Optimization exercise on an open flow, not production practice.
RTL: at most simulated, not proved equivalent.
Function not checked: runs 1 to 3.
Clock network not from TritonCTS: every run shown here.
The clock port is an ideal driver here.
Power: default activity.

**flow/design.v**
```verilog
`timescale 1ns/10ps
module ELA(clk, rst, in_data, data_rd, req, wen, addr, data_wr, done);
	input				clk;
	input				rst;
	input		[7:0]	in_data;
	input		[7:0]	data_rd;
	output				req;
	output	reg			wen;
	output	reg	[9:0]	addr;
	output	reg	[7:0]	data_wr;
	output	reg			done;
	reg			nreq;
	assign req = ~nreq;
	reg			s0, s1, s2;
	wire		main = s0 | s1 | s2;
	wire [4:0] col = addr[4:0];
	wire [3:0] rf = addr[9:6];
	wire kge2 = |col[4:1];				 
	wire klow = &col[4:2] & (col[1] | col[0]);	 
	wire last = addr[5] & klow & (rf == 4'd14);	 
	reg	[7:0]	xr, v, yr, p, q;
	reg	[7:0]	dreg, bd;
	reg	[7:0]	sreg, bs;
	wire [7:0] sum8, dm;
	ela_eval u_eval (.x(xr), .y(yr), .s(sum8), .d(dm));
	wire bzero = &bd;
	wire lt = ~bzero & ((&dreg) | (dreg < bd));
	reg cen;
	wire upd = s1 | (lt & cen);
	always @(posedge clk) begin
		dreg <= dm;
		sreg <= sum8;
		if (upd) begin
			bd <= dreg;
			bs <= sreg;
		end
		if (s0) begin
			xr <= v;
			v <= xr;
		end else if (s1)
			xr <= data_rd;
		if (s0)
			yr <= data_wr;
		else if (s1)
			yr <= q;
		else
			yr <= p;
		if (s1) begin
			p <= yr;
			q <= p;
		end
		cen <= s1 ? kge2 : s2 ? ~col[4] | ~col[3] | ~col[2] | ~col[1] : 1'b0;
		data_wr <= s1 ? bs : in_data;
		if (!main && !wen)
			addr <= 10'd31;
		else begin
			addr[4:0] <= s1 ? col - 5'd2 : s2 ? col + 5'd3 : s0 ? col : col + 5'd1;
			addr[5] <= s1;
			if (!main)
				addr[9:6] <= {3'd0, nreq & (&col)};
			else if (s0 || (s1 && !kge2))
				addr[9:6] <= rf - 4'd1;
			else if (s2 && addr[5] && klow)
				addr[9:6] <= rf + 4'd2;
			else if (s2)
				addr[9:6] <= rf + 4'd1;
		end
	end
	always @(posedge clk or posedge rst) begin
		if (rst) begin
			s0 <= 1'b0;
			s1 <= 1'b0;
			s2 <= 1'b0;
			nreq <= 1'b0;
			wen <= 1'b0;
			done <= 1'b0;
		end else if (done) begin
			nreq <= 1'b1;
			wen <= 1'b0;
		end else if (!main) begin
			wen <= 1'b1;
			if (wen && col == 5'd30)
				nreq <= 1'b1;
			if (nreq && col == 5'd31)
				s0 <= 1'b1;
		end else begin
			s0 <= s2;
			s1 <= s0;
			s2 <= s1;
			nreq <= ~s0;
			if (s2) begin
				wen <= ~last;
				if (last && col == 5'd31) begin
					done <= 1'b1;
					s0 <= 1'b0;
					wen <= 1'b0;
				end
			end else
				wen <= s1;
		end
	end
endmodule
module ela_eval(x, y, s, d);
	input		[7:0]	x, y;
	output		[7:0]	s, d;
	wire [7:0] yn = ~y;
	wire [7:0] sp = x ^ y;	 
	wire [7:0] ep = x ^ yn;	 
	reg [7:0] sg, sq, eg, eq;	 
	integer l, i, t;
	always @(*) begin
		sg = x & y;
		sq = sp;
		eg = x & yn;
		eq = ep;
		for (l = 0; l < 3; l = l + 1)
			for (i = 0; i < 8; i = i + 1)
				if ((i >> l) & 1) begin
					t = ((i >> (l + 1)) << (l + 1)) + (1 << l) - 1;
					sg[i] = sg[i] | (sq[i] & sg[t]);
					sq[i] = sq[i] & sq[t];
					eg[i] = eg[i] | (eq[i] & eg[t]);
					eq[i] = eq[i] & eq[t];
				end
	end
	wire [8:0] sum = {sg[7], sp ^ {sg[6:0], 1'b0}};
	wire [7:0] e0 = ep ^ {eg[6:0], 1'b0};
	wire [7:0] e1 = ep ^ {eg[6:0] | eq[6:0], 1'b1};
	assign s = sum[8:1];
	assign d = eg[7] ? e0 : ~e1;
endmodule
```
**flow/flow/run.sh**
```bash
#!/bin/bash
# Own layout flow: the standard ORFS flow (standard.sh), except that
# - the clock tree is built by flow/cts.tcl, a copy of ORFS's cts.tcl whose
#   TritonCTS call is replaced by one level of clock buffers fed by the clock
#   port (manual_clock_tree there);
# - flow/env.sh may set MAKEVARS, extra ORFS variables for the steps after
#   synthesis. Synthesis is the standard one, unchanged.
# Every tool's output goes to a log in this folder.
set -euo pipefail
W=$(pwd)
rm -rf "$W/scripts"
cp -r "$FLOW_HOME/scripts" "$W/scripts"
cp "$W/flow/cts.tcl" "$W/scripts/cts.tcl"
export SCRIPTS_DIR="$W/scripts"
export CLKTREE_NBUF=4
export CLKTREE_BUF=sky130_fd_sc_hd__clkbuf_16
MAKEVARS=()
if [ -f "$W/flow/env.sh" ]; then source "$W/flow/env.sh"; fi
bash standard.sh synth > "$W/flow_synth.log" 2>&1
for step in floorplan place cts finish; do
  bash standard.sh "${MAKEVARS[@]}" $step > "$W/flow_$step.log" 2>&1
done
test -s "$W/out/final.def"
```
**flow/flow/cts.tcl**
```tcl
utl::set_metrics_stage "cts__{}"
source $::env(SCRIPTS_DIR)/load.tcl
source $::env(SCRIPTS_DIR)/lec_check.tcl
erase_non_stage_variables cts
load_design 3_place.odb 3_place.sdc
source_step_tcl PRE CTS

# Clone clock tree inverters next to register loads
# so cts does not try to buffer the inverted clocks.
repair_clock_inverters

proc save_progress { stage } {
  puts "Run 'make gui_$stage.odb' to load progress snapshot"
  orfs_write_db $::env(RESULTS_DIR)/$stage.odb
  orfs_write_sdc $::env(RESULTS_DIR)/$stage.sdc
}

# Run CTS
set cts_args [list \
  -sink_clustering_enable \
  -repair_clock_nets]

append_env_var cts_args CTS_BUF_DISTANCE -distance_between_buffers 1
append_env_var cts_args CTS_CLUSTER_SIZE -sink_clustering_size 1
append_env_var cts_args CTS_CLUSTER_DIAMETER -sink_clustering_max_diameter 1
append_env_var cts_args CTS_BUF_LIST -buf_list 1
append_env_var cts_args CTS_LIB_NAME -library 1


if { [env_var_exists_and_non_empty CTS_ARGS] } {
  set cts_args $::env(CTS_ARGS)
}

set_dont_use $::env(DONT_USE_CELLS)

proc kmeans_groups { pts nb } {
  set xs [lsort -real [lmap p $pts {lindex $p 0}]]
  set ys [lsort -real [lmap p $pts {lindex $p 1}]]
  set x0 [lindex $xs 0]; set x1 [lindex $xs end]
  set y0 [lindex $ys 0]; set y1 [lindex $ys end]
  set cent {}
  set side [expr {int(ceil(sqrt($nb)))}]
  set rows [expr {int(ceil(double($nb) / $side))}]
  for {set i 0} {$i < $nb} {incr i} {
    set cx [expr {$i % $side}]; set cy [expr {$i / $side}]
    lappend cent [list [expr {$x0 + ($cx + 0.5) / $side * ($x1 - $x0)}] [expr {$y0 + ($cy + 0.5) / $rows * ($y1 - $y0)}]]
  }
  # balanced k-means: no group takes more than its share of the points
  set cap [expr {int(ceil(double([llength $pts]) / $nb))}]
  for {set iter 0} {$iter < 40} {incr iter} {
    set pairs {}
    set n 0
    foreach p $pts {
      for {set i 0} {$i < $nb} {incr i} {
        set c [lindex $cent $i]
        lappend pairs [list [expr {abs([lindex $p 0] - [lindex $c 0]) + abs([lindex $p 1] - [lindex $c 1])}] $n $i]
      }
      incr n
    }
    set grp [lrepeat $nb {}]
    set cnt [lrepeat $nb 0]
    set done [lrepeat [llength $pts] 0]
    foreach pr [lsort -real -index 0 $pairs] {
      lassign $pr d n i
      if {[lindex $done $n] || [lindex $cnt $i] >= $cap} { continue }
      lset done $n 1
      lset cnt $i [expr {[lindex $cnt $i] + 1}]
      lset grp $i [concat [lindex $grp $i] [list [lindex $pts $n]]]
    }
    set newc {}
    for {set i 0} {$i < $nb} {incr i} {
      set g [lindex $grp $i]
      if {[llength $g] == 0} { lappend newc [lindex $cent $i]; continue }
      set sx 0; set sy 0
      foreach p $g { set sx [expr {$sx + [lindex $p 0]}]; set sy [expr {$sy + [lindex $p 1]}] }
      lappend newc [list [expr {double($sx) / [llength $g]}] [expr {double($sy) / [llength $g]}]]
    }
    set cent $newc
  }
  return [list $grp $cent]
}

# Drive each group of iterms (points {x y iterm}) from a new buffer of
# master bufname placed at the group's centre, fed by net src; returns the
# buffers' input points.
proc buffer_groups { grp cent bufname src prefix } {
  set block [ord::get_db_block]
  set master [[ord::get_db] findMaster $bufname]
  set ins {}
  for {set i 0} {$i < [llength $grp]} {incr i} {
    set g [lindex $grp $i]
    if {[llength $g] == 0} { continue }
    set inst [odb::dbInst_create $block $master ${prefix}$i]
    set net [odb::dbNet_create $block clknet_${prefix}$i]
    $net setSigType CLOCK
    foreach p $g { set it [lindex $p 2]; $it disconnect; $it connect $net }
    set c [lindex $cent $i]
    set x [expr {int([lindex $c 0]) - [$master getWidth] / 2}]
    set y [expr {int([lindex $c 1]) - [$master getHeight] / 2}]
    $inst setLocation $x $y
    $inst setPlacementStatus PLACED
    [$inst findITerm A] connect $src
    [$inst findITerm X] connect $net
    lappend ins [list [lindex $c 0] [lindex $c 1] [$inst findITerm A]]
    puts "clock buffer ${prefix}$i ($bufname) drives [llength $g] pins"
  }
  return $ins
}

proc manual_clock_tree { } {
  set block [ord::get_db_block]
  set clknet [[$block findBTerm clk] getNet]
  set pts {}
  foreach it [$clknet getITerms] {
    set b [[$it getInst] getBBox]
    lappend pts [list [expr {([$b xMin] + [$b xMax]) / 2.0}] [expr {([$b yMin] + [$b yMax]) / 2.0}] $it]
  }
  if {[info exists ::env(CLKTREE_LEAF)] && $::env(CLKTREE_LEAF) ne ""} {
    lassign [kmeans_groups $pts $::env(CLKTREE_NLEAF)] grp cent
    set pts [buffer_groups $grp $cent $::env(CLKTREE_LEAF) $clknet clkleaf_]
  }
  lassign [kmeans_groups $pts $::env(CLKTREE_NBUF)] grp cent
  buffer_groups $grp $cent $::env(CLKTREE_BUF) $clknet clkroot_
  set_propagated_clock [all_clocks]
}
manual_clock_tree

utl::push_metrics_stage "cts__{}__pre_repair_timing"
log_cmd estimate_parasitics -placement
if { $::env(DETAILED_METRICS) } {
  report_metrics 4 "cts pre-repair-timing"
}
utl::pop_metrics_stage

set_placement_padding -global \
  -left $::env(CELL_PAD_IN_SITES_DETAIL_PLACEMENT) \
  -right $::env(CELL_PAD_IN_SITES_DETAIL_PLACEMENT)

set result [catch { detailed_placement } msg]
if { $result != 0 } {
  save_progress 4_1_error
  error "Detailed placement failed in CTS: $msg"
}

log_cmd estimate_parasitics -placement

if { $::env(CTS_SNAPSHOTS) } {
  save_progress 4_1_pre_repair_hold_setup
}

if { !$::env(SKIP_CTS_REPAIR_TIMING) } {
  if { $::env(EQUIVALENCE_CHECK) } {
    write_eqy_verilog 4_before_rsz.v
  }
  if { $::env(LEC_CHECK) } {
    write_lec_verilog 4_before_rsz_lec.v
  }

  repair_timing_helper

  if { $::env(EQUIVALENCE_CHECK) } {
    run_equivalence_test
  }
  if { $::env(LEC_CHECK) } {
    write_lec_verilog 4_after_rsz_lec.v
    run_lec_test 4_rsz 4_before_rsz_lec.v 4_after_rsz_lec.v
  }

  set result [catch { detailed_placement } msg]
  if { $result != 0 } {
    save_progress 4_1_error
    error "Detailed placement failed in CTS: $msg"
  }

  check_placement -verbose
}

report_metrics 4 "cts final"

source_step_tcl POST CTS

orfs_write_db $::env(RESULTS_DIR)/4_1_cts.odb
orfs_write_sdc $::env(RESULTS_DIR)/4_cts.sdc
```
**flow/flow/env.sh**
```bash
export BUFFER_PORTS_ARGS="-buffer_cell sky130_fd_sc_hd__buf_2"
```
**flow/standard.sh**
```bash
#!/bin/bash
# synth_recipe.tcl (not shown) runs the flow's synth.tcl, then flattens the netlist and writes it again
# the make line also repeats each setting of config.mk as NAME=value (left out here)
make -C /OpenROAD-flow-scripts/flow DESIGN_CONFIG=/design/flow/config.mk WORK_HOME=/design/flow/orfs CLKGATE_MAP_FILE= SYNTH_SCRIPT=/design/flow/synth_recipe.tcl "${@:-finish}"
```
**flow/config.mk**
```make
export PLATFORM = sky130hd
export DESIGN_NAME = ELA
export DESIGN_NICKNAME = ELA
export VERILOG_FILES = /design/flow/design.v
export SDC_FILE = /design/flow/constraint.sdc
export NUM_CORES = 8
export LEC_CHECK = 0
export CAP_MARGIN = 20
export CORE_MARGIN = 2
export CORE_UTILIZATION = 40
export SETUP_SLACK_MARGIN = 2.9
export SLEW_MARGIN = 20
export SYNTH_HIERARCHICAL = 1
```
**flow/constraint.sdc**
```tcl
create_clock -name core_clock -period 5.0 [get_ports {clk}]
set_input_delay 1.0000 -clock core_clock [delete_from_list [all_inputs] [get_ports {clk}]]
set_output_delay 1.0000 -clock core_clock [all_outputs]
set_load 0.01 [all_outputs]
```
==> results of run 1 <==
-- per-layer routing --
layer  vias up  track usage [%]
met3         8            0.765
li1       1394                -
met5         -                0
met1      1336             20.2
met4         0             1.33
met2        38             21.8
-- logic make-up after synthesis --
family,share of synthesized area (%)
DFF,53.9
and+or+nand+nor,7.86
AOI/OAI and AO/OA,10.6
buffers and inverters,5.44
adders and majority gates,11.9
muxes,7.72
xor gates and xnor gates,2.69
-- per-module statistics from Yosys (local to each module, per instance) --
module	flops+latches	area, sq um	cells inside
ELA	97	3780	275
ela_eval	0	773	94
-- power groups by stage --
stage,Clock [mW],Sequential [mW],Combinational (mW)
after global placement,0,0.964,0.163
after global routing,0.375,0.955,0.217
after detailed placement,0,0.966,0.166
final,0.341,0.947,0.194
after floorplan,0,0.952,0.123
after CTS,0.347,0.949,0.185
-- cells in the final DEF (no fill, tap or decap), drive strengths merged, types with 4 or more instances in the layout --
cell type   n
o211ai      4
edfxtp     48
dfxtp      43
nand3       6
nor3        5
o21ai      17
nand4       7
nand2      24
a211oi      5
ha         32
a21oi       9
xor2        4
clkbuf      4
inv        40
buf        53
mux2i      16
nor2        8
o21bai      4
dfrtp       6
mux2       17
xnor2      10
nor4        4
fa          7
o21a        5
-- sequential cells by signal, summed over array words and instances (netlist names), 8 cells and up --
signal	cells
dreg	8
yr	8
bs	8
q	8
p	8
v	8
xr	8
addr	10
sreg	8
bd	8
data_wr	8
-- final timing paths --
kind | to | slack, ns | startpoint | cells after the start
max | dreg[5] | 2.89 | yr[0] | 11
min | bs[1] | 0.41 | sreg[1] | 0
max reg2reg | dreg[5] | 2.89 | yr[0] | 11
min reg2reg | bs[1] | 0.41 | sreg[1] | 0
max in group asynchronous | s2 | 4.03 | rst | 2
min in group asynchronous | wen | 0.74 | rst | 2
-- worst max-delay path, delay by kind of cell (launching register included) --
kind / cells / cell delay (ns)
xor gates and xnor gates: 1 / 0.14
adders and majority gates: 3 / 0.84
buffers and inverters: 3 / 0.13
AOI/OAI and AO/OA: 1 / 0.08
muxes: 1 / 0.12
and+or+nand+nor: 2 / 0.32
DFF: 1 / 0.36
-- timing repair --
item                       CTS  global route
buffers inserted             5             8
setup endpoints to repair   24            21
resized for setup            4            19
pin swaps                    2             7
-- layout make-up --
class | count | area (sq um) | share of cell area (%)
plain buffers | 4 | 100 | 1.96
multi-input cells | 217 | 1920 | 37.5
well taps | 140 | 175 | 3.42
flip-flops and latches | 97 | 2460 | 48.1
inverters | 40 | 150 | 2.93
repair buffers | 53 | 310 | 6.06
-- Yosys cell counts (3+ instances only) --
master                     count  area share [%]
sky130_fd_sc_hd__xnor2_1      10             1.9
sky130_fd_sc_hd__edfxtp_1     48              32
sky130_fd_sc_hd__xor2_1        4            0.77
sky130_fd_sc_hd__nand4_1       7            0.96
sky130_fd_sc_hd__a211oi_1      5            0.82
sky130_fd_sc_hd__inv_1        39             3.2
sky130_fd_sc_hd__nor3_1        5            0.55
sky130_fd_sc_hd__nand2b_1      3            0.41
sky130_fd_sc_hd__o21bai_1      4            0.66
sky130_fd_sc_hd__mux2_2       17             4.2
sky130_fd_sc_hd__clkbuf_1      3            0.25
sky130_fd_sc_hd__mux2i_1      16             3.5
sky130_fd_sc_hd__dfxtp_1      43              19
sky130_fd_sc_hd__nor4_1        3            0.41
sky130_fd_sc_hd__dfrtp_1       6             3.3
sky130_fd_sc_hd__fa_1          7             3.1
sky130_fd_sc_hd__buf_6         3            0.74
sky130_fd_sc_hd__o21ai_0      15             1.6
sky130_fd_sc_hd__o211ai_1      3            0.49
sky130_fd_sc_hd__nand2_1      23             1.9
sky130_fd_sc_hd__nand3_1       5            0.55
sky130_fd_sc_hd__o22ai_1       3            0.41
sky130_fd_sc_hd__a21oi_1       9            0.99
sky130_fd_sc_hd__nor2_1        7            0.58
sky130_fd_sc_hd__o21a_1        5            0.82
sky130_fd_sc_hd__and3_1        3            0.41
sky130_fd_sc_hd__ha_1         32             8.8
sky130_fd_sc_hd__buf_4         4            0.66
-- stage by stage --
step	cells	hold slack (ns)
floorplan	369	0.386
finish	551	0.410
global placement	534	0.388
CTS	543	0.412
detailed placement	534	0.389
global route	551	0.416
==> results.toml, run 1 <==
[sta]
finish_stage_setup_viols = 0
report.final.slew_viol_count = 0
slew_headroom_pct = 64.9
worst-slew-pin-transition_ns = 0.527
setup-tns-final_ns = 0
period_share_pct = 42.2
rsz_0062_raised_after_global_routing = "yes"
skew_ns = 0.00557
finalWorstPathRequiredPeriod_ns = 2.11
post-route-worst-setup-slack_ns = 2.89
fmax_ghz = 0.474
report.final.hold_viol_count = 0

[grt]
first_pass_grt_wire_length_mm = 14.0
grt_usage_pct = 13.3
number_of_global_route_vias_before_repair = 2716
grt_start_max_net_pins = 29
number_of_antenna_violations_at_the_first_check_in_global_routing = 0
grt_overflow_total = 0

[synth]
proportion_of_synthesized_chip_area_in_sequential_cells_pct = 53.9
synth.yosys.warnings = 8
synthCells = 369
net_count_synth = 426
yosys_most_used_dff = "sky130_fd_sc_hd__edfxtp_1"
synth.lib_cells_used.distinct = 58
asyncSetResetFlopFracSynth_pct = 6.19
average_footprint_of_a_synthesized_cell_sq_um = 12.3
synth.ff_latch_count = 97
synth_edf_count = 48
netlist_area_sq_um = 4550

[critical_path]
crit_top_cell = "sky130_fd_sc_hd__inv_2"
timing.critical_path.to_type = "flip-flop"
setup.worst_path.class = "reg -> reg"
critPathLaunchType = "flip-flop"
worstPathRequired_ns = 5.05
crit_slowest_cell = "sky130_fd_sc_hd__dfxtp_4"
worst-path-max-fanout = 3
critical_path.cell_chain = "inv_2 -> ha_2 -> inv_2 -> fa_2 -> nand3b_1 -> nand2_2 -> inv_2 -> fa_2 -> o21ai_0 -> mux2i_1 -> xnor2_1"
worst-endpoint-arrival_ns = 2.16
crit_path_max_incr_delay_ns = 0.36

[finish]
final_nets = 470
num-fill-cells = 997
post_route_cells_drive_above_1_share_pct = 26.5
post-route-util_pct = 46.6
area_growth_syn_to_layout_pct = 12.4
postLayoutCellArea_sq_um = 5120
antenna_cells = 0

[floorplanning]
die-height_microns = 111
core_area_sq_um = 11000
initial_utilization_pct = 41.5
die_width_microns = 111
design.die.area_sq_um = 12300
rows = 38
ios = 39

[drt]
ant_nets = 0
wirelength_met1_mm = 4.33
drt-initial-drc-count = 147
drtPass1Iterations = 4
vias = 2776
met3RoutedLength_microns = 227
drc_errors = 0
routed.top_layer = "met4"
routed-wl-met2_mm = 3.88
detail_route.wl_per_cell_microns = 15.5
vias_per_cell = 5.04
route.final.wire_length_mm = 8.54

[power]
power_switching_share_pct = 22.5
worst_ir_drop_vdd_mv = 0.196
power_leakage_nw = 2.12
combPwrFrac_pct = 13.1
p_total_mw = 1.48
ratio_of_total_power_to_cell_area_nw_per_um2 = 289
power_frac_seq_pct = 63.9
p_switching_mw = 0.333
p_clk_share_pct = 23.0
intPower_mw = 1.15

[clock_tree]
clk_latency_ns = 0.16
count_of_hold_buffers_inserted_by_post_cts_repair = 0
worst_setup_hold_path_clk_slew_ns = 0.09

[placed_design]
pre_cts_slack_ns = 2.71
dpl-instance-area_sq_um = 4860
gp_congestion = 0.845
hpwl_mm = 6.06
port_buffers = 38

[status]
run_status = "timing/DRC/antenna clean"

[run]
cap_violations = 0

[hold_path]
worst_hold_path_type = "reg -> reg"
==> run 2, diff against run 1 <==
--- a/flow/config.mk
+++ b/flow/config.mk
@@ -8,6 +8,6 @@
 export CAP_MARGIN = 20
 export CORE_MARGIN = 2
 export CORE_UTILIZATION = 40
-export SETUP_SLACK_MARGIN = 2.9
+export SETUP_SLACK_MARGIN = 3.0
 export SLEW_MARGIN = 20
 export SYNTH_HIERARCHICAL = 1
==> run 2 against run 1 <==
- final area rose by 0.73%
- largest cell class unchanged
- still clean on timing, DRC and antenna
- flip-flop and latch count did not move
- setup slack improved by 0.064 ns
- worst hold slack improved by 0.0012 ns
- power rose by 0.20%
- maximum frequency rose by 3.1%
- clock power fell by 2%
==> results.toml, run 2 <==
[sta]
rsz_0062_raised_after_global_routing = "yes"
report.final.slew_viol_count = 0
skew_ns = 0.00606
report.final.hold_viol_count = 0
post-route-worst-setup-slack_ns = 2.95
setup-tns-final_ns = 0
worst-slew-pin-transition_ns = 0.508
finish_stage_setup_viols = 0
fmax_ghz = 0.488
slew_headroom_pct = 66.1
finalWorstPathRequiredPeriod_ns = 2.05
period_share_pct = 41.0
hold_ws_ns = 0.411

[critical_path]
r2r_start = "xr[0]"
timing.critical_path.to_type = "flip-flop"
worst-path-max-fanout = 2
setup.worst_path.class = "reg -> reg"
critPathLaunchType = "flip-flop"
worstRegToRegCells = 10
worstPathRequired_ns = 5.05
capture_point_of_the_worst_reg_to_reg_path = "dreg[5]"
worst-endpoint-arrival_ns = 2.10
reg2reg_slack_ns = 2.95

[clock_tree]
clk_latency_ns = 0.16
worst_setup_hold_path_clk_slew_ns = 0.09

[finish]
postLayoutCellArea_sq_um = 5160
post_route_cells_drive_above_1_share_pct = 27.4
antenna_cells = 0
mostFrequentLayoutCells = "sky130_fd_sc_hd__edfxtp_1 (48), sky130_fd_sc_hd__dfxtp_1 (41), sky130_fd_sc_hd__buf_2 (38)"
post-route-util_pct = 46.9
final_nets = 475
largest_register_ff_count = 10
max_flop_register = "addr"
layout.cells.most_common = "sky130_fd_sc_hd__edfxtp_1"
area_growth_syn_to_layout_pct = 13.2

[drt]
route.final.wire_length_mm = 8.36
vias_per_cell = 5.11
drc_errors = 0
detail_route.wl_per_cell_microns = 15.0
drtPass1Iterations = 4
ant_nets = 0
drt-initial-drc-count = 129
vias = 2841

[power]
ratio_of_total_power_to_cell_area_nw_per_um2 = 288
power_leakage_nw = 2.16
worst_ir_drop_vdd_mv = 0.130

[synth]
synthCells = 369
average_footprint_of_a_synthesized_cell_sq_um = 12.3
synth_top_cells_by_area = "sky130_fd_sc_hd__edfxtp_1 (32%), sky130_fd_sc_hd__dfxtp_1 (19%), sky130_fd_sc_hd__ha_1 (8.8%), sky130_fd_sc_hd__mux2_2 (4.2%), sky130_fd_sc_hd__mux2i_1 (3.5%)"
library_cell_occupying_the_most_area_in_the_post_synthesis_netlist = "sky130_fd_sc_hd__edfxtp_1"
synth_top_family_by_area = "adder cells"
synth.most_common_cell = "sky130_fd_sc_hd__edfxtp_1"
area_fraction_in_and_or_nand_and_nor_cells_after_synthesis_pct = 7.86
synth_xor_xnor_area_share_pct = 2.69
synth_top_area_share_pct = 31.7
net_count_synth = 426
synth.yosys.warnings = 8
netlist_area_sq_um = 4550
synth-adder-area-share_pct = 11.9
proportion_of_synthesized_chip_area_in_sequential_cells_pct = 53.9
synthMuxAreaShare_pct = 7.72
synth.lib_cells_used.distinct = 58
synth_edf_count = 48
asyncSetResetFlopFracSynth_pct = 6.19
synth.ff_latch_count = 97
post_synth_most_frequent_cells = "sky130_fd_sc_hd__edfxtp_1 (48), sky130_fd_sc_hd__dfxtp_1 (43), sky130_fd_sc_hd__inv_1 (39)"
area_fraction_in_compound_gates_after_synthesis_pct = 10.6
yosys_most_used_dff = "sky130_fd_sc_hd__edfxtp_1"

[placed_design]
hpwl_mm = 6.04
pre_cts_slack_ns = 2.83
port_buffers = 38
gp_congestion = 0.802
dpl-instance-area_sq_um = 4860

[grt]
grt_start_max_net_pins = 29
grt_overflow_total = 0
grt_usage_pct = 13.8
first_pass_grt_wire_length_mm = 14.5
number_of_antenna_violations_at_the_first_check_in_global_routing = 0
number_of_global_route_vias_before_repair = 2869

[floorplanning]
design.die.area_sq_um = 12300
ios = 39
die-height_microns = 111
core_area_sq_um = 11000
initial_utilization_pct = 41.5
rows = 38
die_width_microns = 111

[run]
cap_violations = 0

[hold_path]
hold_start = "sreg[0]"
worst_hold_path_type = "reg -> reg"
worstHoldPathCells = 0
sink_of_the_worst_hold_path = "bs[0]"

[status]
run_status = "timing/DRC/antenna clean"
run 2: cell types whose count changed in the layout (fill, tap and decap cells not counted), moves of 2 or more:
cell,before,now
sky130_fd_sc_hd__buf_4,13,16
sky130_fd_sc_hd__a211oi_1,5,3
sky130_fd_sc_hd__a211oi_2,0,2
sky130_fd_sc_hd__buf_6,2,4
sky130_fd_sc_hd__ha_1,29,31
sky130_fd_sc_hd__o21ai_0,15,13
sky130_fd_sc_hd__o21ai_1,2,4
run 2: logic make-up after synthesis:
logic type | Yosys count
simple gates | 66
flops | 97
buf+inv | 55
mux | 33
xor+xnor | 14
compound gates | 65
fa+ha+maj | 39
run 2: worst max path at each step:
| stage | start | to | slack, ns | cells past startpoint |
|---|---|---|---|---|
| after global placement | s0 | xr[7] | 2.89 | 3 |
| after global routing | xr[0] | dreg[5] | 2.83 | 10 |
| after CTS | yr[0] | dreg[5] | 2.96 | 11 |
| after detailed placement | s0 | xr[7] | 2.83 | 3 |
| after floorplan | s1 | bd[0] | 3.00 | 5 |
| final | xr[0] | dreg[5] | 2.95 | 10 |
run 2: layer usage:
| layer | up-vias | wire length, microns | track usage (%) |
|---|---|---|---|
| met4 | 0 | 86 | 1.17 |
| met2 | 44 | 3840 | 23.2 |
| met1 | 1376 | 4160 | 20.6 |
| li1 | 1413 | - | - |
| met3 | 8 | 276 | 0.765 |
| met5 | - | 0 | 0 |
run 2: stage by stage:
step,cells,power (mW)
2_1_floorplan,369,1.08
3_3_place_gp,534,1.13
3_5_place_dp,534,1.13
4_1_cts,546,1.48
5_1_grt,556,1.56
6_report,556,1.48
run 2: repair_timing:
item / in CTS / in global routing
setup buffers: 8 / 10
hold buffers: 0 / 0
setup endpoints to repair: 36 / 39
pin swaps: 4 / 5
gates resized for setup: 10 / 15
run 2: area by class of cell:
| cell class | count | area [sq um] |
|---|---|---|
| repair buffers | 58 | 355 |
| well taps | 140 | 175 |
| flip-flops and latches | 97 | 2460 |
| plain buffers | 4 | 100 |
| multi-input cells | 217 | 1920 |
| inverters | 40 | 150 |
| fillers | 1029 | 5830 |
run 2: Yosys stat by module, one instance, submodules excluded:
module    flip-flops and latches  times used  cells inside  area (sq um)
ELA                           97           1           275          3780
ela_eval                       0           1            94           773
run 2: power breakdown:
part | internal (mW) | switching (mW)
logic | 0.0962 | 0.106
clock network | 0.147 | 0.188
registers | 0.913 | 0.0340
total | 1.16 | 0.328
run 2: worst max-delay path, stage by stage, from the launching register on:
cell,delay [ns]
sky130_fd_sc_hd__edfxtp_1,0.39
sky130_fd_sc_hd__ha_2,0.19
sky130_fd_sc_hd__inv_2,0.04
sky130_fd_sc_hd__fa_2,0.34
sky130_fd_sc_hd__nand3b_1,0.20
sky130_fd_sc_hd__nand2_2,0.11
sky130_fd_sc_hd__inv_2,0.05
sky130_fd_sc_hd__fa_2,0.33
sky130_fd_sc_hd__o21ai_1,0.08
sky130_fd_sc_hd__mux2i_1,0.10
sky130_fd_sc_hd__xnor2_1,0.12
==> run 3, diff against run 2 <==
--- a/flow/config.mk
+++ b/flow/config.mk
@@ -8,6 +8,6 @@
 export CAP_MARGIN = 20
 export CORE_MARGIN = 2
 export CORE_UTILIZATION = 40
-export SETUP_SLACK_MARGIN = 3.0
+export SETUP_SLACK_MARGIN = 3.1
 export SLEW_MARGIN = 20
 export SYNTH_HIERARCHICAL = 1
==> run 3 against run 2 <==
- final cell count is 0.54% lower
- final area shrank 0.12%
- sequential power about the same
- highest routed layer unchanged
- critical endpoint unchanged
- largest cell class unchanged
- synthesized cell count unchanged
- via count shrank 0.74%
- register-to-register slack barely moved
- clock skew rose by 0.0042 ns
==> results.toml, run 3 <==
[finish]
area_growth_syn_to_layout_pct = 13.1
layout.cells.most_common = "sky130_fd_sc_hd__edfxtp_1"
post_route_cells_drive_above_1_share_pct = 28.3
max_flop_register = "addr"
num-fill-cells = 997
final_nets = 472
mostFrequentLayoutCells = "sky130_fd_sc_hd__edfxtp_1 (48), sky130_fd_sc_hd__dfxtp_1 (40), sky130_fd_sc_hd__buf_2 (38)"
largest_register_ff_count = 10
antenna_cells = 0

[power]
ratio_of_total_power_to_cell_area_nw_per_um2 = 293
combPwrFrac_pct = 14.6
power_leakage_nw = 2.14
intPower_mw = 1.17
p_clk_share_pct = 22.9
p_total_mw = 1.51
worst_ir_drop_vdd_mv = 0.144
power_frac_seq_pct = 62.6
power_switching_share_pct = 22.8
p_switching_mw = 0.344

[synth]
asyncSetResetFlopFracSynth_pct = 6.19
average_footprint_of_a_synthesized_cell_sq_um = 12.3
synth_edf_count = 48
post_synth_most_frequent_cells = "sky130_fd_sc_hd__edfxtp_1 (48), sky130_fd_sc_hd__dfxtp_1 (43), sky130_fd_sc_hd__inv_1 (39)"
yosys_most_used_dff = "sky130_fd_sc_hd__edfxtp_1"
synth.most_common_cell = "sky130_fd_sc_hd__edfxtp_1"
netlist_area_sq_um = 4550
proportion_of_synthesized_chip_area_in_sequential_cells_pct = 53.9
synth_top_area_share_pct = 31.7
synth.yosys.warnings = 8
net_count_synth = 426
synth.lib_cells_used.distinct = 58
synthCells = 369
synth.ff_latch_count = 97
library_cell_occupying_the_most_area_in_the_post_synthesis_netlist = "sky130_fd_sc_hd__edfxtp_1"
synth_top_cells_by_area = "sky130_fd_sc_hd__edfxtp_1 (32%), sky130_fd_sc_hd__dfxtp_1 (19%), sky130_fd_sc_hd__ha_1 (8.8%), sky130_fd_sc_hd__mux2_2 (4.2%), sky130_fd_sc_hd__mux2i_1 (3.5%)"

[floorplanning]
die_width_microns = 111
die-height_microns = 111
rows = 38
design.die.area_sq_um = 12300
ios = 39
core_area_sq_um = 11000
initial_utilization_pct = 41.5

[sta]
setup-tns-final_ns = 0
worst-slew-pin-transition_ns = 0.506
finish_stage_setup_viols = 0
report.final.hold_viol_count = 0
slew_headroom_pct = 66.3
rsz_0062_raised_after_global_routing = "yes"
skew_ns = 0.0102
report.final.slew_viol_count = 0
period_share_pct = 41.3
finalWorstPathRequiredPeriod_ns = 2.06
fmax_ghz = 0.485
hold_ws_ns = 0.412

[run]
cap_violations = 0

[critical_path]
worstRegToRegCells = 10
timing.critical_path.to_type = "flip-flop"
critPathLaunchType = "flip-flop"
worst-endpoint-arrival_ns = 2.11
setup.worst_path.class = "reg -> reg"
worstPathRequired_ns = 5.05
worst-path-max-fanout = 4

[grt]
number_of_global_route_vias_before_repair = 2823
grt.met3_usage_pct = 1.48
grt_start_max_net_pins = 29
grtUsageMet1_pct = 20.3
first_pass_grt_wire_length_mm = 14.3
grt.busiest_layer = "met2"
gr_layer_usage_met2_pct = 22.2
grt_overflow_total = 0
grt_usage_pct = 13.6
number_of_antenna_violations_at_the_first_check_in_global_routing = 0

[clock_tree]
count_of_hold_buffers_inserted_by_post_cts_repair = 0
clk_latency_ns = 0.16
worst_setup_hold_path_clk_slew_ns = 0.09

[placed_design]
hpwl_mm = 6.05
port_buffers = 38
gp_congestion = 0.811

[drt]
vias_per_cell = 5.10
drtPass1Iterations = 4
drt-initial-drc-count = 158
vias = 2820
route.final.wire_length_mm = 8.55
drc_errors = 0
ant_nets = 0
detail_route.wl_per_cell_microns = 15.5

[status]
run_status = "timing/DRC/antenna clean"

[hold_path]
worstHoldPathCells = 0
worst_hold_path_type = "reg -> reg"
-- run 3: worst paths after layout --
check | end | slack, ns | startpoint
max | dreg[5] | 2.94 | xr[0]
min | bs[3] | 0.41 | sreg[3]
max reg2reg | dreg[5] | 2.94 | xr[0]
min reg2reg | bs[3] | 0.41 | sreg[3]
max in group asynchronous | s0 | 4.05 | rst
min in group asynchronous | s1 | 0.74 | rst
-- run 3: modules after synthesis, one instance, submodules excluded --
| module | area (sq um) | times used | cells | flip-flops and latches |
|---|---|---|---|---|
| ela_eval | 773 | 1 | 94 | 0 |
| ELA | 3780 | 1 | 275 | 97 |
-- run 3: kinds of logic (layout without fill, tap and decap cells) --
logic type	after synthesis	count (layout)	synth area share [%]
flops	97	97	53.9
compound gates	65	65	10.6
fa+ha+maj	39	39	11.9
xor+xnor	14	14	2.69
buf+inv	55	99	5.44
simple gates	66	66	7.86
mux	33	33	7.72
-- run 3: timing repair --
item,4_1_cts,5_1_grt
cloned,0,1
setup endpoints to repair,31,32
pin swaps,5,8
resized for setup,13,14
setup buffers,10,4
-- run 3: final cells by class --
class | instances | area (sq um) | share of cell area, %
sequential | 97 | 2460 | 47.8
multi-input combinational | 217 | 1930 | 37.5
timing repair buffer | 55 | 333 | 6.46
tap | 140 | 175 | 3.40
inverter | 40 | 150 | 2.92
buffer | 4 | 100 | 1.94
-- run 3: per-layer routing --
layer,vias to the layer above,share of wire (%)
met2,45,46
met5,-,0
li1,1403,-
met4,0,0.96
met1,1365,49
met3,7,3.7
-- run 3: through the flow --
step                setup slack (ns)  std cells  area, sq um  utilization, %
floorplan                       3.02        369         4590               -
global placement                2.91        534         4860            44.3
detailed placement              2.83        534         4860            44.3
CTS                             2.95        548         5070            46.1
global route                    2.81        553         5150            46.9
finish                          2.94        553         5150            46.9
-- run 3: power by group through the flow --
stage / clock network (mW) / registers, mW / logic, mW
detailed placement: 0 / 0.965 / 0.169
floorplan: 0 / 0.952 / 0.125
CTS: 0.353 / 0.947 / 0.187
finish: 0.345 / 0.945 / 0.220
global placement: 0 / 0.964 / 0.163
global route: 0.379 / 0.953 / 0.248
-- run 3: critical path, cell delays in order, from the launching register on --
cell and delay, ns:
sky130_fd_sc_hd__edfxtp_1 0.41, sky130_fd_sc_hd__ha_2 0.19, sky130_fd_sc_hd__inv_2 0.04, sky130_fd_sc_hd__fa_2 0.33, sky130_fd_sc_hd__nand3b_1 0.20, sky130_fd_sc_hd__nand2_2 0.10, sky130_fd_sc_hd__inv_2 0.05, sky130_fd_sc_hd__fa_2 0.34
sky130_fd_sc_hd__o21ai_2 0.06, sky130_fd_sc_hd__mux2i_1 0.10, sky130_fd_sc_hd__xnor2_1 0.13
==> run 4, diff against run 3 <==
--- a/flow/design.v
+++ b/flow/design.v
@@ -54,16 +54,14 @@
 		if (!main && !wen)
 			addr <= 10'd31;
 		else begin
-			addr[4:0] <= s1 ? col - 5'd2 : s2 ? col + 5'd3 : s0 ? col : col + 5'd1;
+			addr[4:0] <= col + (s1 ? 5'd30 : s2 ? 5'd3 : s0 ? 5'd0 : 5'd1);
 			addr[5] <= s1;
 			if (!main)
 				addr[9:6] <= {3'd0, nreq & (&col)};
 			else if (s0 || (s1 && !kge2))
 				addr[9:6] <= rf - 4'd1;
-			else if (s2 && addr[5] && klow)
-				addr[9:6] <= rf + 4'd2;
 			else if (s2)
-				addr[9:6] <= rf + 4'd1;
+				addr[9:6] <= rf + ((addr[5] & klow) ? 4'd2 : 4'd1);
 		end
 	end
 	always @(posedge clk or posedge rst) begin
==> flow/flow/env.sh (replaced) <==
export BUFFER_PORTS_ARGS="-buffer_cell sky130_fd_sc_hd__buf_1"
--- a/flow/config.mk
+++ b/flow/config.mk
@@ -8,6 +8,6 @@
 export CAP_MARGIN = 20
 export CORE_MARGIN = 2
 export CORE_UTILIZATION = 40
-export SETUP_SLACK_MARGIN = 3.1
+export SETUP_SLACK_MARGIN = 2.9
 export SLEW_MARGIN = 20
 export SYNTH_HIERARCHICAL = 1
==> run 4 against run 3 <==
- clock power about the same
- global-route usage decreased by 0.16 points
- via count decreased by 6.8%
- register-to-register slack about the same
- setup slack improved by 0.010 ns
- power decreased by 4.5%
- combinational power decreased by 27%
- synthesized cell count decreased by 3.8%
- clock skew decreased by 0.0020 ns
- critical path depth decreased by 2
==> results.toml, run 4 <==
[status]
run_status = "timing/DRC/antenna clean"

[hold_path]
sink_of_the_worst_hold_path = "bs[7]"
hold_start = "sreg[7]"
worst_hold_path_type = "reg -> reg"
worstHoldPathCells = 0

[critical_path]
timing.critical_path.to_type = "flip-flop"
setup.worst_path.class = "reg -> reg"
critPathLaunchType = "flip-flop"
r2r_start = "addr[2]"
crit_path_max_incr_delay_ns = 0.39
capture_point_of_the_worst_reg_to_reg_path = "addr[9]"
reg2reg_slack_ns = 2.95
critical_path.cell_chain = "nor4_4 -> a21oi_4 -> clkinv_4 -> ha_4 -> a21o_1 -> a31oi_2 -> nor2_1 -> o311a_1"
worst-endpoint-arrival_ns = 2.10
crit_slowest_cell = "sky130_fd_sc_hd__nor4_4"
worstRegToRegCells = 8
worstPathRequired_ns = 5.05
worst-path-max-fanout = 9

[synth]
synth.lib_cells_used.distinct = 53
synth.most_common_cell = "sky130_fd_sc_hd__edfxtp_1"
average_footprint_of_a_synthesized_cell_sq_um = 12.4
netlist_area_sq_um = 4390
post_synth_most_frequent_cells = "sky130_fd_sc_hd__edfxtp_1 (48), sky130_fd_sc_hd__dfxtp_1 (43), sky130_fd_sc_hd__inv_1 (37)"
proportion_of_synthesized_chip_area_in_sequential_cells_pct = 55.9
yosys_most_used_dff = "sky130_fd_sc_hd__edfxtp_1"
synth.ff_latch_count = 97
synth_top_area_share_pct = 32.8
asyncSetResetFlopFracSynth_pct = 6.19
net_count_synth = 411
synthCells = 355
library_cell_occupying_the_most_area_in_the_post_synthesis_netlist = "sky130_fd_sc_hd__edfxtp_1"
synth_edf_count = 48
synth.yosys.warnings = 8
synth_top_cells_by_area = "sky130_fd_sc_hd__edfxtp_1 (33%), sky130_fd_sc_hd__dfxtp_1 (20%), sky130_fd_sc_hd__ha_1 (8.6%), sky130_fd_sc_hd__mux2_2 (4.6%), sky130_fd_sc_hd__fa_1 (3.6%)"

[drt]
ant_nets = 0
detail_route.wl_per_cell_microns = 15.0
route.final.wire_length_mm = 8.03
drt-initial-drc-count = 152
vias_per_cell = 4.91
drc_errors = 0
drtPass1Iterations = 4
vias = 2629

[placed_design]
dpl-instance-area_sq_um = 4670
hpwl_mm = 5.46
gp_congestion = 0.826
port_buffers = 38
placedCellCount = 522
pre_cts_slack_ns = 2.70

[clock_tree]
count_of_hold_buffers_inserted_by_post_cts_repair = 0
clk_latency_ns = 0.16
worst_setup_hold_path_clk_slew_ns = 0.09

[sta]
report.final.hold_viol_count = 0
slew_headroom_pct = 66.0
worst-slew-pin-transition_ns = 0.509
post-route-worst-setup-slack_ns = 2.95
skew_ns = 0.00825
setup-tns-final_ns = 0
finalWorstPathRequiredPeriod_ns = 2.05
hold_ws_ns = 0.413
rsz_0062_raised_after_global_routing = "yes"
fmax_ghz = 0.487
report.final.slew_viol_count = 0
period_share_pct = 41.0
finish_stage_setup_viols = 0

[floorplanning]
rows = 38
die_width_microns = 109
initial_utilization_pct = 40.7
ios = 39
die-height_microns = 109
design.die.area_sq_um = 11800
core_area_sq_um = 10800

[finish]
largest_register_ff_count = 10
finish.cell_count_without_fillers = 535
antenna_cells = 0
layout.cells.most_common = "sky130_fd_sc_hd__edfxtp_1"
multi_input_area_sq_um = 1790
final_nets = 453
post-route-util_pct = 45.8
postLayoutCellArea_sq_um = 4940
post_route_cells_drive_above_1_share_pct = 16.5
area_growth_syn_to_layout_pct = 12.5
area.sequential_sq_um = 2460
num-fill-cells = 997
max_flop_register = "addr"
mostFrequentLayoutCells = "sky130_fd_sc_hd__edfxtp_1 (48), sky130_fd_sc_hd__dfxtp_1 (40), sky130_fd_sc_hd__buf_1 (38)"

[grt]
grt_overflow_total = 0
number_of_antenna_violations_at_the_first_check_in_global_routing = 0
grt_start_max_net_pins = 40
number_of_global_route_vias_before_repair = 2553
grt_usage_pct = 13.5
first_pass_grt_wire_length_mm = 12.9

[power]
ratio_of_total_power_to_cell_area_nw_per_um2 = 292
power_leakage_nw = 2.02
p_total_mw = 1.44
worst_ir_drop_vdd_mv = 0.165

[run]
cap_violations = 0
run 4: cell count changes after synthesis, moves of 3 or more:
cell | before | now
sky130_fd_sc_hd__o211ai_1 | 3 | 0
sky130_fd_sc_hd__o21a_1 | 5 | 1
sky130_fd_sc_hd__nor2_1 | 7 | 10
sky130_fd_sc_hd__buf_4 | 4 | 1
sky130_fd_sc_hd__a21o_1 | 1 | 5
sky130_fd_sc_hd__a21oi_1 | 9 | 13
sky130_fd_sc_hd__o22ai_1 | 3 | 0
sky130_fd_sc_hd__nor4_1 | 3 | 0
sky130_fd_sc_hd__a211oi_1 | 5 | 1
run 4: per-module statistics from Yosys, one instance, submodules excluded:
| module | times used | flops+latches |
|---|---|---|
| ela_eval | 1 | 0 |
| ELA | 1 | 97 |
run 4: cells by family after synthesis:
family / Yosys count / share of synthesized area [%]
buf+inv: 51 / 5.10
flops: 97 / 55.9
simple gates: 65 / 7.47
xor+xnor: 16 / 3.19
fa+ha+maj: 38 / 12.2
mux: 33 / 8.04
compound gates: 55 / 8.12
run 4: worst max-delay path, delay by kind of cell (launching register included):
family / cells / cell delay, ns
buffers and inverters: 1 / 0.11
AND/OR/NAND/NOR: 2 / 0.45
AO/OA/AOI/OAI: 4 / 0.79
flip-flops: 1 / 0.38
adder cells (fa/ha/maj): 1 / 0.21
run 4: cell type report:
type	instances	area share, %
Timing Repair Buffer	48	5.22
Buffer	4	2.03
Sequential cell	97	49.8
Tap cell	140	3.55
Multi-Input combinational cell	207	36.3
Inverter	39	3.06
run 4: worst max-delay path by stage:
stage,start,to,slack [ns],cells past startpoint
after floorplan,xr[0],dreg[5],2.92,10
after global placement,s0,addr[4],2.74,9
after detailed placement,s0,addr[9],2.70,7
after CTS,addr[1],addr[9],2.85,8
after global routing,addr[2],addr[9],2.82,8
final,addr[2],addr[9],2.95,8
run 4: where the power goes:
group | total [mW] | internal, mW | switching, mW
registers | 0.937 | 0.905 | 0.0321
logic | 0.161 | 0.0750 | 0.0863
clock network | 0.344 | 0.147 | 0.196
run 4: per-layer routing:
metal	vias to the layer above	track usage (%)	routed length, microns
met2	23	22.0	3730
met3	9	0.837	161
met5	-	0	0
met1	1276	20.3	4020
met4	0	1.83	124
li1	1321	-	-
run 4: repair_timing:
item | 4_1_cts | 5_1_grt
endpoints found under the setup margin | 28 | 28
pin swaps | 0 | 6
gates resized for setup | 8 | 16
setup buffers | 3 | 6
gates cloned | 0 | 0
Testbench counts of run 4, summed over its fixed seeds: cycles 47,392.
==> run 5, diff against run 4 <==
--- a/flow/flow/cts.tcl
+++ b/flow/flow/cts.tcl
@@ -157,6 +157,11 @@
   }
 
   repair_timing_helper
+  # optional second repair pass (flow/env.sh sets CTS_EXTRA_REPAIR)
+  if { [info exists ::env(CTS_EXTRA_REPAIR)] && $::env(CTS_EXTRA_REPAIR) ne "" } {
+    estimate_parasitics -placement
+    log_cmd repair_timing {*}$::env(CTS_EXTRA_REPAIR)
+  }
 
   if { $::env(EQUIVALENCE_CHECK) } {
     run_equivalence_test
==> flow/flow/env.sh (replaced) <==
export BUFFER_PORTS_ARGS="-buffer_cell sky130_fd_sc_hd__buf_2"; export CTS_EXTRA_REPAIR="-setup -setup_margin 3.1 -repair_tns 100 -verbose"
==> run 5 against run 4 <==
- wire length grew 7.2%
- maximum frequency rose by 3.3%
- sequential share of layout area is 2.2 points lower
- final area rose by 5.0%
- critical path depth unchanged
- critical path type unchanged
- final cell count increased by 3.4%
- critical endpoint unchanged
- utilization increased by 2.3 points
- clock skew shrank 0.00051 ns
- synthesized area is the same
- register-to-register slack improved by 0.07 ns
- setup slack better by 0.066 ns
- combinational power is 16% higher
==> results.toml, run 5 <==
[run]
cap_violations = 0

[sta]
finalWorstPathRequiredPeriod_ns = 1.99
setup-tns-final_ns = 0
period_share_pct = 39.7
worst-slew-pin-transition_ns = 0.544
slew_headroom_pct = 63.4
report.final.slew_viol_count = 0
finish_stage_setup_viols = 0
fmax_ghz = 0.504
report.final.hold_viol_count = 0
rsz_0062_raised_after_global_routing = "no"
hold_ws_ns = 0.410
skew_ns = 0.00774
post-route-worst-setup-slack_ns = 3.01

[critical_path]
worstRegToRegCells = 8
worst-path-max-fanout = 4
capture_point_of_the_worst_reg_to_reg_path = "addr[9]"
r2r_start = "addr[3]"
setup.worst_path.class = "reg -> reg"
worst-endpoint-arrival_ns = 2.04
timing.critical_path.to_type = "flip-flop"
reg2reg_slack_ns = 3.01
critPathLaunchType = "flip-flop"
worstPathRequired_ns = 5.05

[synth]
synth_edf_count = 48
synth_xor_xnor_area_share_pct = 3.19
synth-adder-area-share_pct = 12.2
proportion_of_synthesized_chip_area_in_sequential_cells_pct = 55.9
synth.most_common_cell = "sky130_fd_sc_hd__edfxtp_1"
average_footprint_of_a_synthesized_cell_sq_um = 12.4
synth_top_family_by_area = "adder cells"
synthCells = 355
yosys_most_used_dff = "sky130_fd_sc_hd__edfxtp_1"
synth.ff_latch_count = 97
net_count_synth = 411
library_cell_occupying_the_most_area_in_the_post_synthesis_netlist = "sky130_fd_sc_hd__edfxtp_1"
synthMuxAreaShare_pct = 8.04
synth.lib_cells_used.distinct = 53
area_fraction_in_and_or_nand_and_nor_cells_after_synthesis_pct = 7.47
synth_top_cells_by_area = "sky130_fd_sc_hd__edfxtp_1 (33%), sky130_fd_sc_hd__dfxtp_1 (20%), sky130_fd_sc_hd__ha_1 (8.6%), sky130_fd_sc_hd__mux2_2 (4.6%), sky130_fd_sc_hd__fa_1 (3.6%)"
netlist_area_sq_um = 4390
asyncSetResetFlopFracSynth_pct = 6.19
post_synth_most_frequent_cells = "sky130_fd_sc_hd__edfxtp_1 (48), sky130_fd_sc_hd__dfxtp_1 (43), sky130_fd_sc_hd__inv_1 (37)"
area_fraction_in_compound_gates_after_synthesis_pct = 8.12
synth_top_area_share_pct = 32.8
synth.yosys.warnings = 8

[floorplanning]
initial_utilization_pct = 40.7
ios = 39
core_area_sq_um = 10800
die_width_microns = 109
design.die.area_sq_um = 11800
die-height_microns = 109
rows = 38

[hold_path]
sink_of_the_worst_hold_path = "bs[3]"
worstHoldPathCells = 0
worst_hold_path_type = "reg -> reg"
hold_start = "sreg[3]"

[placed_design]
placedCellCount = 522
gp_congestion = 0.818
hpwl_mm = 5.46
port_buffers = 38
pre_cts_slack_ns = 2.74

[status]
run_status = "timing/DRC/antenna clean"

[finish]
multi_input_area_sq_um = 1870
mostFrequentLayoutCells = "sky130_fd_sc_hd__edfxtp_1 (48), sky130_fd_sc_hd__dfxtp_1 (38), sky130_fd_sc_hd__buf_2 (38)"
final_nets = 471
area_growth_syn_to_layout_pct = 18.2
finish.cell_count_without_fillers = 553
largest_register_ff_count = 10
area.sequential_sq_um = 2470
antenna_cells = 0
post_route_cells_drive_above_1_share_pct = 31.0
num-fill-cells = 990
max_flop_register = "addr"
layout.cells.most_common = "sky130_fd_sc_hd__edfxtp_1"

[drt]
route.final.wire_length_mm = 8.62
vias = 2800
vias_per_cell = 5.06
drt-initial-drc-count = 166
drc_errors = 0
drtPass1Iterations = 6
detail_route.wl_per_cell_microns = 15.6
ant_nets = 0

[grt]
number_of_antenna_violations_at_the_first_check_in_global_routing = 0
grt_overflow_total = 0
grt_start_max_net_pins = 28
first_pass_grt_wire_length_mm = 13.8
number_of_global_route_vias_before_repair = 2705
grt_usage_pct = 14.6

[clock_tree]
count_of_hold_buffers_inserted_by_post_cts_repair = 0
worst_setup_hold_path_clk_slew_ns = 0.09
clk_latency_ns = 0.16

[power]
power_leakage_nw = 2.22
ratio_of_total_power_to_cell_area_nw_per_um2 = 283
worst_ir_drop_vdd_mv = 0.292
[run 5: cell types whose count changed in the layout (fill, tap and decap cells not counted), sizes merged]
cell   delta
a211o     +1
buf      +17
[run 5: worst max-delay path, stage by stage (launching register included)]
cell,delay [ns]
sky130_fd_sc_hd__dfxtp_4,0.36
sky130_fd_sc_hd__nor4_4,0.39
sky130_fd_sc_hd__a21oi_4,0.12
sky130_fd_sc_hd__clkinv_4,0.08
sky130_fd_sc_hd__ha_4,0.20
sky130_fd_sc_hd__a21o_1,0.17
sky130_fd_sc_hd__a31oi_2,0.18
sky130_fd_sc_hd__nor2_1,0.06
sky130_fd_sc_hd__o311a_1,0.32
[run 5: per-module statistics from Yosys, one instance, submodules excluded]
module / copies in the design / flip-flops and latches / area (sq um)
ELA: 1 / 97 / 3610
ela_eval: 1 / 0 / 777
[run 5: final cells by class]
cell class / instances / share of cell area, %
plain buffers: 4 / 1.93
inverters: 39 / 2.92
multi-input cells: 208 / 36.1
flip-flops and latches: 97 / 47.6
well taps: 140 / 3.38
repair buffers: 65 / 8.10
[run 5: repair_timing]
item                       CTS  global route
setup buffers               26             0
pin swaps                   11             0
setup endpoints to repair   24             1
resized for setup           36             2
cloned                       1             0
[run 5: kinds of logic (layout without fill, tap and decap cells)]
kind of cell,after synthesis,in the layout
AO/OA/AOI/OAI,55,56
flip-flops,97,97
adder cells (fa/ha/maj),38,38
XOR/XNOR,16,16
AND/OR/NAND/NOR,65,65
buffers and inverters,51,108
multiplexers,33,33
[run 5: how the worst max path moves through the flow]
stage | from | slack, ns | endpoint
floorplan | xr[0] | 2.92 | dreg[5]
global placement | s0 | 2.71 | addr[4]
detailed placement | s0 | 2.74 | addr[4]
CTS | xr[0] | 3.03 | dreg[5]
global route | yr[2] | 2.91 | dreg[7]
finish | addr[3] | 3.01 | addr[9]
[run 5: through the flow]
step	total power [mW]	instance area, sq um	utilization (%)
2_1_floorplan	1.05	4430	-
3_3_place_gp	1.09	4720	43.7
3_5_place_dp	1.10	4720	43.7
4_1_cts	1.47	5180	48.0
5_1_grt	1.53	5190	48.1
6_report	1.47	5190	48.1
[run 5: power by group]
group          leakage (nW)  switching, mW  internal (mW)
Combinational          1.27         0.0981         0.0891
Sequential            0.899         0.0323          0.905
Clock                0.0493          0.198          0.147
[run 5: per-layer routing]
metal	track usage (%)	wire length, microns	vias up
met5	0	0	-
met4	2.93	149	0
met3	0.956	276	10
met2	24.2	4020	34
met1	21.3	4170	1396
li1	-	-	1360
==> run 6, diff against run 5 <==
--- a/flow/config.mk
+++ b/flow/config.mk
@@ -8,6 +8,6 @@
 export CAP_MARGIN = 20
 export CORE_MARGIN = 2
 export CORE_UTILIZATION = 40
-export SETUP_SLACK_MARGIN = 2.9
+export SETUP_SLACK_MARGIN = 2.8
 export SLEW_MARGIN = 20
 export SYNTH_HIERARCHICAL = 1
==> run 6 against run 5 <==
- still clean
- utilization about the same
- final cell count down 0.36%
- via count down 4.1%
- sequential share of layout area down 0.060 points
- critical path depth up 3
- power up 0.60%
==> results.toml, run 6 <==
[status]
run_status = "timing/DRC/antenna clean"

[clock_tree]
count_of_hold_buffers_inserted_by_post_cts_repair = 0
worst_setup_hold_path_clk_slew_ns = 0.10
clk_latency_ns = 0.16

[finish]
final_nets = 469
max_flop_register = "addr"
area_growth_syn_to_layout_pct = 18.2
mostFrequentLayoutCells = "sky130_fd_sc_hd__edfxtp_1 (48), sky130_fd_sc_hd__dfxtp_1 (38), sky130_fd_sc_hd__buf_2 (38)"
layout.cells.most_common = "sky130_fd_sc_hd__edfxtp_1"
antenna_cells = 0
largest_register_ff_count = 10
post_route_cells_drive_above_1_share_pct = 30.9

[synth]
yosys_most_used_dff = "sky130_fd_sc_hd__edfxtp_1"
average_footprint_of_a_synthesized_cell_sq_um = 12.4
asyncSetResetFlopFracSynth_pct = 6.19
synth_edf_count = 48
post_synth_most_frequent_cells = "sky130_fd_sc_hd__edfxtp_1 (48), sky130_fd_sc_hd__dfxtp_1 (43), sky130_fd_sc_hd__inv_1 (37)"
netlist_area_sq_um = 4390
synthCells = 355
synth.ff_latch_count = 97
synth_top_area_share_pct = 32.8
synth.yosys.warnings = 8
net_count_synth = 411
synth.lib_cells_used.distinct = 53
library_cell_occupying_the_most_area_in_the_post_synthesis_netlist = "sky130_fd_sc_hd__edfxtp_1"
proportion_of_synthesized_chip_area_in_sequential_cells_pct = 55.9
synth_top_cells_by_area = "sky130_fd_sc_hd__edfxtp_1 (33%), sky130_fd_sc_hd__dfxtp_1 (20%), sky130_fd_sc_hd__ha_1 (8.6%), sky130_fd_sc_hd__mux2_2 (4.6%), sky130_fd_sc_hd__fa_1 (3.6%)"
synth.most_common_cell = "sky130_fd_sc_hd__edfxtp_1"

[drt]
routed.top_layer = "met4"
route.final.wire_length_mm = 8.56
drt-initial-drc-count = 179
vias_per_cell = 4.87
ant_nets = 0
detail_route.wl_per_cell_microns = 15.5
vias = 2685
drtPass1Iterations = 4
drc_errors = 0
routed-wl-met2_mm = 4.01
met3RoutedLength_microns = 240
wirelength_met1_mm = 4.23

[critical_path]
capture_point_of_the_worst_reg_to_reg_path = "dreg[5]"
r2r_start = "yr[0]"
reg2reg_slack_ns = 2.99
worstPathRequired_ns = 5.05
worstRegToRegCells = 11
crit_path_max_incr_delay_ns = 0.36
worst-path-max-fanout = 4
worstSetupPathDepth = 11
setup.worst_path.class = "reg -> reg"
timing.critical_path.to_type = "flip-flop"
critPathLaunchType = "flip-flop"
worst-path-buf-inv = 3
crit_slowest_cell = "sky130_fd_sc_hd__dfxtp_2"
worst_setup_path_startpoint = "yr[0]"
top_cell_family_by_delay_on_the_critical_path = "adder cells"
worst-endpoint-arrival_ns = 2.06
worst_setup_path_endpoint = "dreg[5]"
critical_path.cell_chain = "inv_2 -> ha_1 -> inv_1 -> fa_2 -> nand3b_1 -> nand2_2 -> inv_2 -> fa_2 -> o21ai_1 -> mux2i_1 -> xnor2_1"

[sta]
skew_ns = 0.00937
slew_headroom_pct = 66.9
period_share_pct = 40.1
rsz_0062_raised_after_global_routing = "no"
fmax_ghz = 0.499
worst-slew-pin-transition_ns = 0.497
finalWorstPathRequiredPeriod_ns = 2.01
report.final.hold_viol_count = 0
report.final.slew_viol_count = 0
finish_stage_setup_viols = 0
setup-tns-final_ns = 0

[floorplanning]
core_area_sq_um = 10800
die_width_microns = 109
design.die.area_sq_um = 11800
rows = 38
initial_utilization_pct = 40.7
die-height_microns = 109
ios = 39

[hold_path]
worst_hold_path_type = "reg -> reg"
worstHoldPathCells = 0

[placed_design]
port_buffers = 38
hpwl_mm = 5.43
gp_congestion = 0.850

[grt]
number_of_antenna_violations_at_the_first_check_in_global_routing = 0
grt_overflow_total = 0
grt_start_max_net_pins = 26
number_of_global_route_vias_before_repair = 2629
grt_usage_pct = 14.7
first_pass_grt_wire_length_mm = 13.8

[power]
ratio_of_total_power_to_cell_area_nw_per_um2 = 285
p_total_mw = 1.48
worst_ir_drop_vdd_mv = 0.187
power_leakage_nw = 2.22

[run]
cap_violations = 0
run 6: cell counts after synthesis:
No cell type changed its count.
run 6: repair_timing:
| action | 4_1_cts | 5_1_grt |
|---|---|---|
| setup endpoints to repair | 21 | 16 |
| setup buffers | 24 | 0 |
| gates resized for setup | 39 | 2 |
| pin swaps | 11 | 0 |
| gates cloned | 1 | 0 |
run 6: through the flow:
| step | instances | util (%) | hold slack, ns | area (sq um) | worst slack, ns |
|---|---|---|---|---|---|
| 2_1_floorplan | 355 | - | 0.386 | 4390 | 2.84 |
| 3_3_place_gp | 522 | 43.4 | 0.386 | 4690 | 2.70 |
| 3_5_place_dp | 522 | 43.4 | 0.389 | 4690 | 2.62 |
| 4_1_cts | 551 | 48.0 | 0.413 | 5180 | 3.01 |
| 5_1_grt | 551 | 48.1 | 0.420 | 5190 | 2.85 |
| 6_report | 551 | 48.1 | 0.410 | 5190 | 2.99 |
run 6: per-module statistics from Yosys, one instance, submodules excluded:
module	flip-flops and latches	cells	times used
ELA	97	261	1
ela_eval	0	94	1
run 6: how the worst min path moves through the flow:
stage                 start  endpoint  slack [ns]
floorplan           sreg[0]     bs[0]        0.39
global placement    sreg[1]     bs[1]        0.39
detailed placement  sreg[0]     bs[0]        0.39
CTS                 sreg[5]     bs[5]        0.41
global route        sreg[0]     bs[0]        0.42
finish              sreg[5]     bs[5]        0.41
run 6: logic make-up (layout without fill, tap and decap cells):
logic type,count (synthesis),count (layout),share of synthesized area [%]
compound gates,55,55,8.12
xor+xnor,16,16,3.19
simple gates,65,65,7.47
flops,97,97,55.9
fa+ha+maj,38,38,12.2
mux,33,33,8.04
buf+inv,51,107,5.10
run 6: cell type report:
class / count / area (sq um)
Fill cell: 988 / 5600
Sequential cell: 97 / 2470
Multi-Input combinational cell: 207 / 1830
Timing Repair Buffer: 64 / 467
Tap cell: 140 / 175
Inverter: 39 / 149
Buffer: 4 / 100
run 6: layer usage:
layer,track usage [%],vias up
li1,-,1348
met3,1.20,6
met2,24.6,34
met1,21.9,1297
met5,0,-
met4,1.28,0
run 6: power breakdown:
group	switching [mW]	internal, mW	total, mW
Sequential	0.0308	0.904	0.935
Clock	0.190	0.147	0.337
Combinational	0.0996	0.107	0.207
Total	0.320	1.16	1.48
==> run 7, diff against run 6 <==
==> flow/flow/env.sh (replaced) <==
export BUFFER_PORTS_ARGS="-buffer_cell sky130_fd_sc_hd__buf_2"; export CTS_EXTRA_REPAIR="-setup -setup_margin 3.0 -repair_tns 100 -skip_pin_swap -verbose"
--- a/flow/config.mk
+++ b/flow/config.mk
@@ -8,6 +8,6 @@
 export CAP_MARGIN = 20
 export CORE_MARGIN = 2
 export CORE_UTILIZATION = 40
-export SETUP_SLACK_MARGIN = 2.8
+export SETUP_SLACK_MARGIN = 2.9
 export SLEW_MARGIN = 20
 export SYNTH_HIERARCHICAL = 1
==> run 7 against run 6 <==
- still clean on timing, DRC and antenna
- setup slack worse by 0.0097 ns
- power fell by 0.63%
- die area unchanged
- clock power up 2%
- final area down 2.7%
- first-iteration DRC count shrank 2.2%
- sequential power about the same
- flip-flop and latch count stayed put
- worst hold slack is essentially flat
- combinational power down 9%
- largest cell class unchanged
- highest routed layer unchanged
==> results.toml, run 7 <==
[status]
run_status = "timing/DRC/antenna clean"

[synth]
yosys_most_used_dff = "sky130_fd_sc_hd__edfxtp_1"
netlist_area_sq_um = 4390
synth.ff_latch_count = 97
synth.yosys.warnings = 8
synthCells = 355
proportion_of_synthesized_chip_area_in_sequential_cells_pct = 55.9
net_count_synth = 411
post_synth_most_frequent_cells = "sky130_fd_sc_hd__edfxtp_1 (48), sky130_fd_sc_hd__dfxtp_1 (43), sky130_fd_sc_hd__inv_1 (37)"
library_cell_occupying_the_most_area_in_the_post_synthesis_netlist = "sky130_fd_sc_hd__edfxtp_1"
synth_top_cells_by_area = "sky130_fd_sc_hd__edfxtp_1 (33%), sky130_fd_sc_hd__dfxtp_1 (20%), sky130_fd_sc_hd__ha_1 (8.6%), sky130_fd_sc_hd__mux2_2 (4.6%), sky130_fd_sc_hd__fa_1 (3.6%)"

[clock_tree]
clk_latency_ns = 0.16
count_of_hold_buffers_inserted_by_post_cts_repair = 0

[floorplanning]
ios = 39
die_width_microns = 109
design.die.area_sq_um = 11800
initial_utilization_pct = 40.7
die-height_microns = 109
rows = 38
core_area_sq_um = 10800

[critical_path]
worstRegToRegCells = 8
reg2reg_slack_ns = 2.98
worstPathRequired_ns = 5.06
timing.critical_path.to_type = "flip-flop"
worst-endpoint-arrival_ns = 2.07
r2r_start = "addr[2]"
worst-path-max-fanout = 9
setup.worst_path.class = "reg -> reg"
capture_point_of_the_worst_reg_to_reg_path = "addr[9]"

[drt]
drc_errors = 0
detail_route.wl_per_cell_microns = 15.2
drt-initial-drc-count = 175
vias = 2703
ant_nets = 0
route.final.wire_length_mm = 8.22
vias_per_cell = 4.99
drtPass1Iterations = 4

[power]
power_leakage_nw = 2.17
power_switching_share_pct = 21.8
p_clk_share_pct = 23.4
combPwrFrac_pct = 12.8
intPower_mw = 1.15
power_frac_seq_pct = 63.8
p_switching_mw = 0.320
worst_ir_drop_vdd_mv = 0.292

[grt]
grt_start_max_net_pins = 27
grt_overflow_total = 0
number_of_global_route_vias_before_repair = 2599
first_pass_grt_wire_length_mm = 13.3

[sta]
worst-slew-pin-transition_ns = 0.478
rsz_0062_raised_after_global_routing = "yes"
setup-tns-final_ns = 0
skew_ns = 0.00517
finalWorstPathRequiredPeriod_ns = 2.02
hold_ws_ns = 0.410
period_share_pct = 40.3
report.final.slew_viol_count = 0

[placed_design]
port_buffers = 38
hpwl_mm = 5.46

[run]
cap_violations = 0

[finish]
num-fill-cells = 1008
layout.cells.most_common = "sky130_fd_sc_hd__edfxtp_1"
area_growth_syn_to_layout_pct = 15.0
antenna_cells = 0
post_route_cells_drive_above_1_share_pct = 27.1
largest_register_ff_count = 10
max_flop_register = "addr"

[hold_path]
sink_of_the_worst_hold_path = "bs[3]"
worst_hold_path_type = "reg -> reg"
worstHoldPathCells = 0
hold_start = "sreg[3]"
run 7: cell counts after synthesis:
No cell type changed its count.
run 7: area by class of cell:
| cell class | instances | area (sq um) | area share (%) |
|---|---|---|---|
| Tap cell | 140 | 175 | 3.47 |
| Inverter | 39 | 151 | 3.00 |
| Multi-Input combinational cell | 207 | 1790 | 35.4 |
| Timing Repair Buffer | 55 | 367 | 7.26 |
| Sequential cell | 97 | 2470 | 48.9 |
| Buffer | 4 | 100 | 1.98 |
run 7: Yosys stat by module, one instance, submodules excluded:
module | copies in the design | cells
ELA | 1 | 261
ela_eval | 1 | 94
run 7: worst max path at each step:
stage | slack (ns) | endpoint | start | cells past startpoint
after CTS | 2.93 | addr[9] | addr[1] | 8
after global placement | 2.71 | addr[4] | s0 | 9
after global routing | 2.89 | addr[9] | addr[2] | 8
final | 2.98 | addr[9] | addr[2] | 8
after detailed placement | 2.74 | addr[4] | s0 | 9
after floorplan | 2.92 | dreg[5] | xr[0] | 10
run 7: logic make-up (layout without fill, tap and decap cells):
logic type	Yosys count	after routing	share of synthesized area, %
buffers and inverters	51	98	5.10
AND/OR/NAND/NOR	65	65	7.47
flip-flops	97	97	55.9
multiplexers	33	33	8.04
XOR/XNOR	16	16	3.19
AO/OA/AOI/OAI	55	55	8.12
adder cells (fa/ha/maj)	38	38	12.2
run 7: what timing repair did:
item	CTS	global route
gates resized for setup	17	5
gates cloned	0	0
setup endpoints to repair	24	6
setup buffers	14	2
pin swaps	0	2
run 7: power groups by stage:
stage          logic [mW]  registers, mW  clock network, mW
6_report            0.188          0.937              0.344
5_1_grt             0.212          0.943              0.379
4_1_cts             0.187          0.938              0.352
3_5_place_dp        0.139          0.957                  0
3_3_place_gp        0.138          0.955                  0
2_1_floorplan       0.103          0.943                  0
run 7: through the flow:
| step | total power [mW] | cells | setup slack [ns] | util, % | area [sq um] |
|---|---|---|---|---|---|
| after floorplan | 1.05 | 355 | 2.92 | - | 4430 |
| after global placement | 1.09 | 522 | 2.71 | 43.7 | 4720 |
| after detailed placement | 1.10 | 522 | 2.74 | 43.7 | 4720 |
| after CTS | 1.48 | 540 | 2.93 | 46.5 | 5010 |
| after global routing | 1.53 | 542 | 2.89 | 46.8 | 5050 |
| final | 1.47 | 542 | 2.98 | 46.8 | 5050 |
run 7: per-layer routing:
layer / routed length (microns) / GRT usage (%) / vias up
met3: 242 / 0.956 / 12
met1: 4060 / 21.2 / 1327
li1: - / - / 1335
met5: 0 / 0 / -
met2: 3740 / 22.5 / 29
met4: 185 / 2.93 / 0
run 7: worst max-delay path: stages, from the launching register on:
cell and delay, ns:
sky130_fd_sc_hd__dfxtp_1 0.38, sky130_fd_sc_hd__nor4_4 0.39, sky130_fd_sc_hd__a21oi_4 0.12, sky130_fd_sc_hd__clkinv_4 0.10, sky130_fd_sc_hd__ha_4 0.21, sky130_fd_sc_hd__a21o_1 0.16, sky130_fd_sc_hd__a31oi_2 0.18, sky130_fd_sc_hd__nor2_1 0.06
sky130_fd_sc_hd__o311a_1 0.32
